What follows belongs to an exercise in optimizing a design on an open flow for small area; a production flow would make more cautious choices. The RTL was checked by simulation tests, not by an equivalence proof against the original design. Power is estimated from default activity; no workload was simulated.

<file path="design/flow/design.v">
`timescale 1ns / 1ps
module DES_Core_Pipelined(
    input wire clk,
    input wire reset,  
    input wire [63:0] plaintext_i,
    input wire [63:0] key_i,
    output wire [63:0] ciphertext_o
    );
    wire [63:0] c;
    wire x120 = key_i[6] ^ key_i[12];
    wire x121 = key_i[27] ^ key_i[30];
    wire x122 = key_i[3] ^ key_i[9];
    wire x123 = key_i[31] ^ key_i[34];
    wire x124 = key_i[29] ^ key_i[32];
    wire x125 = key_i[0] ^ x120;
    wire x126 = key_i[1] ^ x122;
    wire x127 = key_i[5] ^ key_i[55];
    wire x128 = key_i[7] ^ key_i[13];
    wire x129 = key_i[2] ^ x125;
    wire x130 = key_i[4] ^ key_i[10];
    wire x131 = key_i[14] ^ x129;
    wire x132 = key_i[11] ^ key_i[15];
    wire x133 = x126 ^ x128;
    wire x134 = key_i[8] ^ x131;
    wire x135 = x127 ^ x132;
    wire x136 = key_i[25] ^ key_i[28];
    wire x137 = key_i[16] ^ x130;
    wire x138 = x133 ^ x135;
    wire x139 = key_i[54] ^ x134;
    wire x140 = key_i[53] ^ x138;
    wire x141 = x137 ^ x139;
    wire x142 = key_i[33] ^ key_i[36];
    wire x143 = key_i[26] ^ x124;
    wire x144 = key_i[17] ^ key_i[19];
    wire x145 = key_i[24] ^ x121;
    wire x146 = key_i[37] ^ x123;
    wire x147 = key_i[18] ^ x141;
    wire x148 = key_i[35] ^ key_i[38];
    wire x149 = key_i[20] ^ key_i[22];
    wire x150 = key_i[51] ^ x140;
    wire x151 = key_i[21] ^ key_i[23];
    wire x152 = key_i[50] ^ key_i[52];
    wire x153 = key_i[49] ^ x150;
    wire x154 = key_i[39] ^ x142;
    wire x155 = key_i[48] ^ x152;
    wire x156 = key_i[40] ^ x146;
    wire x157 = x147 ^ x149;
    wire x158 = key_i[47] ^ x153;
    wire x159 = key_i[41] ^ x148;
    wire x160 = key_i[44] ^ key_i[46];
    wire x161 = key_i[22] ^ x136;
    wire x162 = x144 ^ x151;
    wire x163 = key_i[24] ^ x157;
    wire x164 = key_i[23] ^ x143;
    wire x165 = key_i[42] ^ x154;
    wire x166 = key_i[45] ^ x158;
    wire x167 = key_i[21] ^ x145;
    wire x168 = key_i[43] ^ x156;
    wire x169 = x155 ^ x160;
    wire x170 = key_i[25] ^ x162;
    wire x171 = x161 ^ x167;
    wire x172 = key_i[20] ^ x151;
    wire x173 = key_i[43] ^ x166;
    wire x174 = key_i[26] ^ x163;
    wire x175 = x136 ^ x149;
    wire x176 = x124 ^ x159;
    wire x177 = key_i[30] ^ x165;
    wire x178 = x145 ^ x172;
    wire x179 = x143 ^ x148;
    wire x180 = key_i[19] ^ key_i[31];
    wire x181 = key_i[26] ^ key_i[29];
    wire x182 = x143 ^ x178;
    wire x183 = key_i[27] ^ x170;
    wire x184 = key_i[28] ^ x156;
    wire x185 = key_i[18] ^ x171;
    wire x186 = key_i[32] ^ x159;
    wire x187 = x136 ^ x146;
    wire x188 = x142 ^ x145;
    wire x189 = key_i[42] ^ x169;
    wire x190 = x121 ^ x154;
    wire x191 = key_i[35] ^ x164;
    wire x192 = plaintext_i[29] ^ x177;
    wire x193 = plaintext_i[21] ^ x123;
    wire x194 = key_i[28] ^ x174;
    wire x195 = plaintext_i[26] ^ x190;
    wire x196 = x161 ^ x191;
    wire x197 = key_i[21] ^ x158;
    wire x198 = key_i[23] ^ x175;
    wire x199 = key_i[20] ^ x147;
    wire x200 = x147 ^ x169;
    wire x201 = plaintext_i[31] ^ key_i[45];
    wire x202 = x181 ^ x198;
    wire x203 = plaintext_i[25] ^ x179;
    wire x204 = plaintext_i[18] ^ x180;
    wire x205 = plaintext_i[20] ^ key_i[33];
    wire x206 = x144 ^ x197;
    wire x207 = x144 ^ x166;
    wire x208 = key_i[52] ^ x174;
    wire x209 = x155 ^ x199;
    wire x210 = x144 ^ x202;
    wire x211 = plaintext_i[28] ^ x176;
    wire x212 = key_i[41] ^ x173;
    wire x213 = key_i[17] ^ x173;
    wire x214 = plaintext_i[27] ^ x184;
    wire x215 = plaintext_i[30] ^ x168;
    wire x216 = key_i[46] ^ x209;
    wire x217 = x150 ^ x170;
    wire x218 = plaintext_i[63] ^ x160;
    wire x219 = key_i[17] ^ key_i[18];
    wire x220 = x141 ^ x189;
    wire x221 = plaintext_i[23] ^ x188;
    wire x222 = x152 ^ x163;
    wire x223 = x140 ^ x183;
    wire x224 = x153 ^ x162;
    wire x225 = key_i[44] ^ x186;
    wire x226 = plaintext_i[24] ^ x187;
    wire x227 = x155 ^ x157;
    wire x228 = x164 ^ x175;
    wire x229 = plaintext_i[32] ^ x212;
    wire x230 = plaintext_i[33] ^ x220;
    wire x231 = plaintext_i[34] ^ x213;
    wire x232 = plaintext_i[35] ^ x200;
    wire x233 = plaintext_i[36] ^ x207;
    wire x234 = plaintext_i[37] ^ x216;
    wire x235 = plaintext_i[38] ^ x206;
    wire x236 = plaintext_i[39] ^ x227;
    wire x237 = plaintext_i[40] ^ x224;
    wire x238 = plaintext_i[41] ^ x222;
    wire x239 = plaintext_i[42] ^ x217;
    wire x240 = plaintext_i[43] ^ x208;
    wire x241 = plaintext_i[44] ^ x223;
    wire x242 = plaintext_i[45] ^ x194;
    wire x243 = plaintext_i[46] ^ key_i[29];
    wire x244 = x138 ^ x183;
    wire x245 = x243 ^ x244;
    wire x246 = plaintext_i[15] ^ key_i[33];
    wire x247 = key_i[35] ^ key_i[39];
    wire x248 = key_i[41] ^ x125;
    wire x249 = x133 ^ x137;
    wire x250 = x201 ^ x210;
    wire x251 = x246 ^ x247;
    wire x252 = x248 ^ x249;
    wire x253 = x250 ^ x251;
    wire x254 = x252 ^ x253;
    wire x255 = plaintext_i[16] ^ x178;
    wire x256 = x181 ^ x219;
    wire x257 = x255 ^ x256;
    wire x258 = plaintext_i[17] ^ x180;
    wire x259 = x185 ^ x258;
    wire x260 = x204 ^ x228;
    wire x261 = plaintext_i[19] ^ key_i[33];
    wire x262 = x182 ^ x261;
    wire x263 = x123 ^ x171;
    wire x264 = x205 ^ x263;
    wire x265 = x193 ^ x196;
    wire x266 = plaintext_i[22] ^ x188;
    wire x267 = x191 ^ x266;
    wire x268 = x187 ^ x221;
    wire x269 = x179 ^ x226;
    wire x270 = x190 ^ x203;
    wire x271 = x184 ^ x195;
    wire x272 = x176 ^ x214;
    wire x273 = x177 ^ x211;
    wire x274 = x168 ^ x192;
    wire x275 = x215 ^ x225;
    wire x276 = x165 ^ x201;
    wire x277 = x225 ^ x276;
    wire x278 = plaintext_i[0] ^ key_i[40];
    wire x279 = x130 ^ x139;
    wire x280 = x189 ^ x278;
    wire x281 = x279 ^ x280;
    wire x282 = plaintext_i[1] ^ x212;
    wire x283 = plaintext_i[2] ^ x220;
    wire x284 = plaintext_i[3] ^ x213;
    wire x285 = plaintext_i[4] ^ x200;
    wire x286 = plaintext_i[5] ^ x207;
    wire x287 = plaintext_i[6] ^ x216;
    wire x288 = plaintext_i[7] ^ x206;
    wire x289 = plaintext_i[8] ^ x227;
    wire x290 = plaintext_i[9] ^ x224;
    wire x291 = plaintext_i[10] ^ x222;
    wire x292 = plaintext_i[11] ^ x217;
    wire x293 = plaintext_i[12] ^ x208;
    wire x294 = plaintext_i[13] ^ x223;
    wire x295 = plaintext_i[14] ^ x194;
    wire x296 = plaintext_i[15] ^ plaintext_i[47];
    wire x297 = key_i[16] ^ key_i[19];
    wire x298 = key_i[32] ^ key_i[34];
    wire x299 = key_i[38] ^ key_i[40];
    wire x300 = x122 ^ x134;
    wire x301 = x135 ^ x185;
    wire x302 = x218 ^ x296;
    wire x303 = x297 ^ x298;
    wire x304 = x299 ^ x300;
    wire x305 = x301 ^ x302;
    wire x306 = x303 ^ x304;
    wire x307 = x305 ^ x306;
    wire x308 = plaintext_i[16] ^ plaintext_i[48];
    wire x309 = key_i[16] ^ key_i[31];
    wire x310 = x210 ^ x308;
    wire x311 = x309 ^ x310;
    wire x312 = plaintext_i[17] ^ plaintext_i[49];
    wire x313 = x182 ^ x219;
    wire x314 = x312 ^ x313;
    wire x315 = plaintext_i[50] ^ key_i[33];
    wire x316 = x185 ^ x204;
    wire x317 = x315 ^ x316;
    wire x318 = plaintext_i[19] ^ plaintext_i[51];
    wire x319 = key_i[19] ^ x123;
    wire x320 = x228 ^ x318;
    wire x321 = x319 ^ x320;
    wire x322 = plaintext_i[52] ^ key_i[35];
    wire x323 = x182 ^ x205;
    wire x324 = x322 ^ x323;
    wire x325 = plaintext_i[53] ^ x142;
    wire x326 = x171 ^ x193;
    wire x327 = x325 ^ x326;
    wire x328 = plaintext_i[22] ^ plaintext_i[54];
    wire x329 = x146 ^ x196;
    wire x330 = x328 ^ x329;
    wire x331 = plaintext_i[55] ^ x148;
    wire x332 = x164 ^ x221;
    wire x333 = x331 ^ x332;
    wire x334 = plaintext_i[56] ^ x145;
    wire x335 = x154 ^ x226;
    wire x336 = x334 ^ x335;
    wire x337 = plaintext_i[57] ^ x136;
    wire x338 = x156 ^ x203;
    wire x339 = x337 ^ x338;
    wire x340 = plaintext_i[58] ^ x143;
    wire x341 = x159 ^ x195;
    wire x342 = x340 ^ x341;
    wire x343 = plaintext_i[59] ^ x121;
    wire x344 = x165 ^ x214;
    wire x345 = x343 ^ x344;
    wire x346 = plaintext_i[60] ^ key_i[28];
    wire x347 = x168 ^ x211;
    wire x348 = x346 ^ x347;
    wire x349 = plaintext_i[61] ^ key_i[44];
    wire x350 = x176 ^ x192;
    wire x351 = x349 ^ x350;
    wire x352 = plaintext_i[62] ^ key_i[45];
    wire x353 = x177 ^ x215;
    wire x354 = x352 ^ x353;
    wire x355 = plaintext_i[31] ^ x168;
    wire x356 = x186 ^ x218;
    wire x357 = x355 ^ x356;
    assign c = {x357, x354, x351, x348, x345, x342, x339, x336, x333, x330, x327, x324, x321, x317, x314, x311, x307, x295, x294, x293, x292, x291, x290, x289, x288, x287, x286, x285, x284, x283, x282, x281, x277, x275, x274, x273, x272, x271, x270, x269, x268, x267, x265, x264, x262, x260, x259, x257, x254, x245, x242, x241, x240, x239, x238, x237, x236, x235, x234, x233, x232, x231, x230, x229};
    reg [64*17-1:0] pipe_n;
    always @(posedge clk)
        pipe_n <= {pipe_n[64*16-1:0], ~c};
    reg [4:0] hold_cnt;
    always @(posedge clk) begin
        if (reset)
            hold_cnt <= 5'd17;
        else if (hold_cnt != 5'd0)
            hold_cnt <= hold_cnt - 5'd1;
    end
    wire flushed = (hold_cnt != 5'd0);
    assign ciphertext_o = ~(pipe_n[64*17-1:64*16] | {64{flushed}});
endmodule
</file>
<file path="design/flow/run.sh">
#!/bin/bash
# synth_recipe.tcl (not shown) runs the flow's synth.tcl, then flattens the netlist and writes it again
# the make line also repeats each setting of config.mk as NAME=value (left out here)
make -C /OpenROAD-flow-scripts/flow DESIGN_CONFIG=/design/flow/config.mk WORK_HOME=/design/flow/orfs CLKGATE_MAP_FILE= SYNTH_SCRIPT=/design/flow/synth_recipe.tcl finish
</file>
<file path="design/flow/config.mk">
export PLATFORM = sky130hd
export DESIGN_NAME = DES_Core_Pipelined
export DESIGN_NICKNAME = DES_Core_Pipelined
export VERILOG_FILES = /design/flow/design.v
export SDC_FILE = /design/flow/constraint.sdc
export NUM_CORES = 4
export LEC_CHECK = 0
export ABC_AREA = 1
export CAP_MARGIN = 20
export CORE_MARGIN = 2
export CORE_UTILIZATION = 65
export CTS_BUF_LIST = sky130_fd_sc_hd__clkbuf_2 sky130_fd_sc_hd__clkbuf_4 sky130_fd_sc_hd__clkbuf_8
export CTS_CLUSTER_SIZE = 20
export SLEW_MARGIN = 20
</file>
<file path="design/flow/constraint.sdc">
create_clock -name core_clock -period 4.0 [get_ports {clk}]
set_input_delay 0.8000 -clock core_clock [delete_from_list [all_inputs] [get_ports {clk}]]
set_output_delay 0.8000 -clock core_clock [all_outputs]
set_load 0.01 [all_outputs]
</file>
==> results.toml, run 1 <==
[power_and_ir_drop]
total_power_uw = 26900
p_per_area_nw_per_um2 = 877
ir_worst_vdd_uv = 574
leakagePower_uw = 0.0131

[sta]
clock.fmax_ghz = 0.264
fin_crit_sh = 0.948
relSlewSlack = 0.597
layout_min_cycle_time_ps = 3790
tightest_slew_ps = 603
setup_viol = 0
rsz0062_at_grt = "no"
final_max_slew_viol_count = 0
skew_ps = 25.4
hold_viol = 0
tns_ps = 0

[setup_path]
cpPeakStageDelay_ps = 640
worst-r2r-setup-slack_ps = 2140
crit_type = "reg -> out"
cp_cell_sequence = "inv_1 > ha_1 > nand2_1 > nor2_2 > inv_6 > nor2_1 > clkdlybuf4s50_1"
end_kind = "output port"
cp.required_ps = 3200
slowest_stage = "clkdlybuf4s50_1"
critPathMaxFanout = 42
start_kind = "register"
crit_arrival_ps = 2990

[synth]
synth_top_area_frac = 0.872
yosysWarnings = 1
synth.avg_cell_area_um2 = 15.9
synthesis.area_um2 = 25100
yosysTopAreaCell = "dfxtp_1"
synth_seq_cells = 1093
synthesis.nets = 1714
synth.distinct_cells = 26
ys_top_cells_by_area = "dfxtp_1 (87%), xor2_1 (3.9%), xnor2_1 (2.4%)"
synthCells = 1583
ys_seq_area_frac = 0.872

[cts]
cts_hold_buffers = 0
cts_tree = "done"
clk_path_buf_depth = 3
insertion_delay_ps = 690
ctsHtreeMaxLevel = 4
clock-sinks = 1093
cts_root_buffer = "clkbuf_8"
path_clk_slew_ps = 60
numCtsBuffers = 146

[final_layout]
area_delta_synth_final_pct = 22.1
final_cell_mix = "dfxtp_1 (1093), clkdlybuf4s50_1 (185), clkbuf_8 (176)"
multiInputGateArea_um2 = 3020
final_common_cell = "dfxtp_1"
final_net_count = 2043
seq_area_um2 = 21900
fill_cells = 1775
drive_gt1_frac = 0.148

[detailed_routing]
wl_met3_um = 2270
top_layer = "met5"
num_vias = 11000
route.met2.wl_um = 20500
wl_per_cell_um = 15.8
first_pass_iters = 4
antenna_left = 0
viasPerCell = 4.36
m1WireLength_um = 16100
drt_iter0_markers = 481
post-route-drc-count = 0
drt-total-wl_um = 39900

[floorplanning]
fp.dieW_um = 201
io_pins = 194
dieArea_um2 = 40200
core_area_um2 = 37800
start_util = 0.663
die_h_um = 201
rows = 71

[global_routing]
grt_pass1_vias = 12300
grt_pass1_wl_um = 62500
grt_overflow_total = 0
grt.total_usage = 0.204
grt_max_degree = 43
antenna_found_initial = 1

[flow_run]
maxCapViolCount = 0

[placed_design]
routabilityCongestion = 0.839
io_buffers = 185
dp.final_hpwl_um = 23500

[hold_path]
hp-class = "reg -> reg"

[outcome]
status = "no timing/DRC/antenna violations"
[cell families (layout without fill, tap and decap cells)]
family,Yosys count,count (layout),share of synthesized area
flops,1093,1093,0.872
simple gates,233,233,0.0422
xor+xnor,199,199,0.0769
buf+inv,55,486,0.00842
compound gates,2,2,0.000398
fa+ha+maj,1,1,0.000498
other cells,0,1,0
[through the flow]
step           cell area, um^2  setup WS, ps  utilization  instances  hold slack (ps)
2_1_floorplan            25100          1610            -       1583              310
3_5_place_dp             27600           590        0.729       2275              312
5_1_grt                  30600          68.7        0.810       2525              306
6_report                 30600           209        0.810       2526              315
3_3_place_gp             27600           668        0.729       2275              310
4_1_cts                  30600          72.2        0.810       2525              310
[registers in the layout, summed over array words and instances, names as in the netlist]
signal	flops
hold_cnt	5
pipe_n	1088
[metal layers]
layer | up-vias | GRT usage
met3 | 76 | 0.0662
met2 | 298 | 0.364
li1 | 5529 | -
met4 | 2 | 0.0899
met1 | 5120 | 0.221
met5 | - | 0
[critical path, delay by kind of cell (launching register included)]
family / cells / cell delay, ps
AND/OR/NAND/NOR: 3 / 820
adder cells (fa/ha/maj): 1 / 230
buffers and inverters: 3 / 920
flip-flops: 1 / 340
[Yosys cell counts (all sizes together)]
library cell     n
dfxtp         1093
xor2           128
nand2           83
xnor2           71
nor2            70
nand3           66
inv             46
clkbuf           7
or2              7
nand3b           5
buf              2
a21oi            1
ha               1
nand4            1
nor3             1
o21ai            1
[worst paths after layout]
kind | from | to | cells after the start
worst max-delay path | hold_cnt[0] | ciphertext_o[39] | 7
worst min-delay path | pipe_n[94] | pipe_n[158] | 0
worst max register to register | hold_cnt[0] | hold_cnt[1] | 8
worst min register to register | pipe_n[94] | pipe_n[158] | 0
[cell type report]
type | count | share of cell area
inverters | 46 | 0.00580
diodes | 1 | 0.0000816
well taps | 511 | 0.0209
clock inverters | 21 | 0.00731
repair buffers | 190 | 0.0616
clock buffers | 229 | 0.0920
flip-flops and latches | 1093 | 0.714
multi-input cells | 435 | 0.0984
[power by group]
part	switching, uW	internal, uW	total (uW)
Sequential	1350	15900	17300
Clock	3760	4680	8430
Combinational	665	524	1190
Total	5770	21100	26900
[what timing repair did]
item / in CTS / in global routing
hold endpoints to repair: 0 / 0
endpoints found under the setup margin: 6 / 2
resized for setup: 1 / 2
cloned: 0 / 0
setup buffers: 0 / 0
==> run 2, diff against run 1 <==
==> design/flow/config.mk (replaced) <==
export PLATFORM = sky130hd
export DESIGN_NAME = DES_Core_Pipelined
export DESIGN_NICKNAME = DES_Core_Pipelined
export VERILOG_FILES = /design/flow/design.v
export SDC_FILE = /design/flow/constraint.sdc
export NUM_CORES = 4
export LEC_CHECK = 0
export CAP_MARGIN = 20
export CORE_MARGIN = 2
export CORE_UTILIZATION = 40
export SLEW_MARGIN = 20
==> results.toml, run 2 <==
[sta]
fin_crit_sh = 0.816
layout_min_cycle_time_ps = 3260
rsz0062_at_grt = "no"
relSlewSlack = 0.619
hold_viol = 0
setup_viol = 0
final_max_slew_viol_count = 0
tns_ps = 0
clock.fmax_ghz = 0.306
skew_ps = 14.2
tightest_slew_ps = 568

[setup_path]
start_kind = "register"
end_kind = "output port"
reg2reg_from = "hold_cnt[0]"
crit_start = "hold_cnt[0]"
cp.required_ps = 3200
crit_arrival_ps = 2460
cp_cell_sequence = "inv_1 > ha_1 > nand3b_1 > buf_4 > nor2_1 > clkdlybuf4s50_1"
cp_top_family = "buffers and inverters"
critPathMaxFanout = 37
cpPeakStageDelay_ps = 510
cp.depth = 6
slowest_stage = "clkdlybuf4s50_1"
crit_type = "reg -> out"
reg2reg_depth = 6
cp_num_buf_inv = 3

[floorplanning]
io_pins = 194
start_util = 0.406
dieArea_um2 = 64800
fp.dieW_um = 254
core_area_um2 = 61800
die_h_um = 254
rows = 91

[final_layout]
final_cell_mix = "dfxtp_1 (1093), clkdlybuf4s50_1 (185), xnor2_1 (144)"
drive_gt1_frac = 0.0965
fin_cells = 2619
final_common_cell = "dfxtp_1"
reg_top3 = "pipe_n (1088), hold_cnt (5)"
largest_reg_flops = 1088
regMostFlops = "pipe_n"
area_delta_synth_final_pct = 24.8
final_net_count = 1834
fill_cells = 5026
antenna_cells = 0

[synth]
synthesis.nets = 1560
ys_top_cells_by_area = "dfxtp_1 (87%), xnor2_1 (5.0%), xnor3_1 (2.6%)"
yosysTopAreaCell = "dfxtp_1"
synthTopCellsByCount = "dfxtp_1 (1093), xnor2_1 (144), nor2_1 (67)"
synthesis.area_um2 = 25100
async_reset_ff_frac = 0
ys.flop_type = "dfxtp_1"
synth.distinct_cells = 23
synth_most_common_cell = "dfxtp_1"
synthCells = 1429
synth_seq_cells = 1093
ys_seq_area_frac = 0.872
yosysWarnings = 1
synth.avg_cell_area_um2 = 17.6
synth_edf_count = 0
synth_top_area_frac = 0.872

[detailed_routing]
num_vias = 9214
wl_per_cell_um = 11.5
route.met2.wl_um = 13600
viasPerCell = 3.52
first_pass_iters = 4
drt-total-wl_um = 30100
wl_met3_um = 1720
antenna_left = 0
m1WireLength_um = 13600
top_layer = "met4"
post-route-drc-count = 0
drt_iter0_markers = 368

[cts]
clk_path_buf_depth = 3
ctsResizeCount = 0
cts_root_buffer = "clkbuf_16"
cts_tree = "done"
insertion_delay_ps = 620
cts_hold_buffers = 0
cts_setup_buffers = 0
clock-sinks = 1093
ctsHtreeMaxLevel = 3
path_clk_slew_ps = 60
numCtsBuffers = 96

[global_routing]
grt_pass1_wl_um = 47700
grt_pass1_vias = 9223
grt.total_usage = 0.0944
grt_max_degree = 38
antenna_found_initial = 0
grt_overflow_total = 0

[outcome]
status = "no timing/DRC/antenna violations"

[flow_run]
maxCapViolCount = 0

[placed_design]
io_buffers = 185
routabilityCongestion = 0.804
place_inst = 2442
dp.final_hpwl_um = 19700

[hold_path]
worstHoldStart = "pipe_n[222]"
holdPathStages = 0
hp-class = "reg -> reg"

[power_and_ir_drop]
ir_worst_vdd_uv = 424
leakagePower_uw = 0.0130
p_per_area_nw_per_um2 = 920
-- run 2: kinds of logic (layout without fill, tap and decap cells) --
kind of cell | count (synthesis) | count (layout) | synth area share
flip-flops | 1093 | 1093 | 0.872
XOR/XNOR | 242 | 242 | 0.113
buffers and inverters | 18 | 371 | 0.00294
AND/OR/NAND/NOR | 73 | 73 | 0.0113
adder cells (fa/ha/maj) | 1 | 1 | 0.000498
AO/OA/AOI/OAI | 2 | 2 | 0.000599
-- run 2: layout make-up --
type,count,area [um^2],share of cell area
Timing Repair Buffer,192,1900,0.0608
Clock inverter,30,430,0.0137
Clock buffer,147,2910,0.0928
Multi-Input combinational cell,318,3140,0.100
Sequential cell,1093,21900,0.699
Inverter,2,7.51,0.000240
Tap cell,837,1050,0.0334
-- run 2: final timing paths --
check                                         to  slack, ps
worst max-delay path            ciphertext_o[60]        740
worst max register to register       hold_cnt[1]       2430
worst min-delay path                 pipe_n[286]        310
worst min register to register       pipe_n[286]        310
-- run 2: per-stage QoR --
| stage | utilization | instance area (um^2) | total power [uW] | setup WS (ps) | hold WS [ps] |
|---|---|---|---|---|---|
| final | 0.507 | 31300 | 28800 | 735 | 315 |
| after global routing | 0.507 | 31300 | 30300 | 531 | 320 |
| after CTS | 0.507 | 31300 | 29300 | 636 | 315 |
| after detailed placement | 0.453 | 28000 | 19900 | 758 | 312 |
| after global placement | 0.453 | 28000 | 19800 | 805 | 310 |
| after floorplan | - | 25100 | 18900 | 1560 | 310 |
-- run 2: per-layer routing --
layer,up-vias,GRT usage
met1,3918,0.115
met3,84,0.0274
met5,-,0
li1,4982,-
met4,0,0.0580
met2,230,0.149
-- run 2: power breakdown --
| group | internal (uW) | switching (uW) | total [uW] |
|---|---|---|---|
| sequential | 16800 | 1200 | 18000 |
| clock | 5560 | 3670 | 9230 |
| combinational | 929 | 698 | 1630 |
| total | 23300 | 5560 | 28800 |

[static timing again, ports no longer ideal]
How much do the figures lean on ideal ports? The routed layouts below were timed once more, with nothing changed but the port constraints. Step 1 assumes that a clkbuf_16 drives the clock port and a buf_2 every other input. Step 2 adds t to the input delays and takes it off the output delays; t is the mean of the earliest and latest rising clock arrival at the registers after step 1. Input paths then give back, and output paths get back, about the clock's delay inside the block. Slacks: ideal / step 1 / step 2; pairs: ideal / step 1.
run	t (ns)	setup slack, ns	hold WS [ns]	latest minus earliest clock arrival (ns)
run 1	0.729	0.209 / 0.159 / 0.636	0.315 / 0.315 / 0.315	0.033 / 0.034
run 2	0.663	0.735 / 0.682 / 0.787	0.315 / 0.315 / 0.315	0.023 / 0.023
After both steps setup and hold are still met in every run listed.
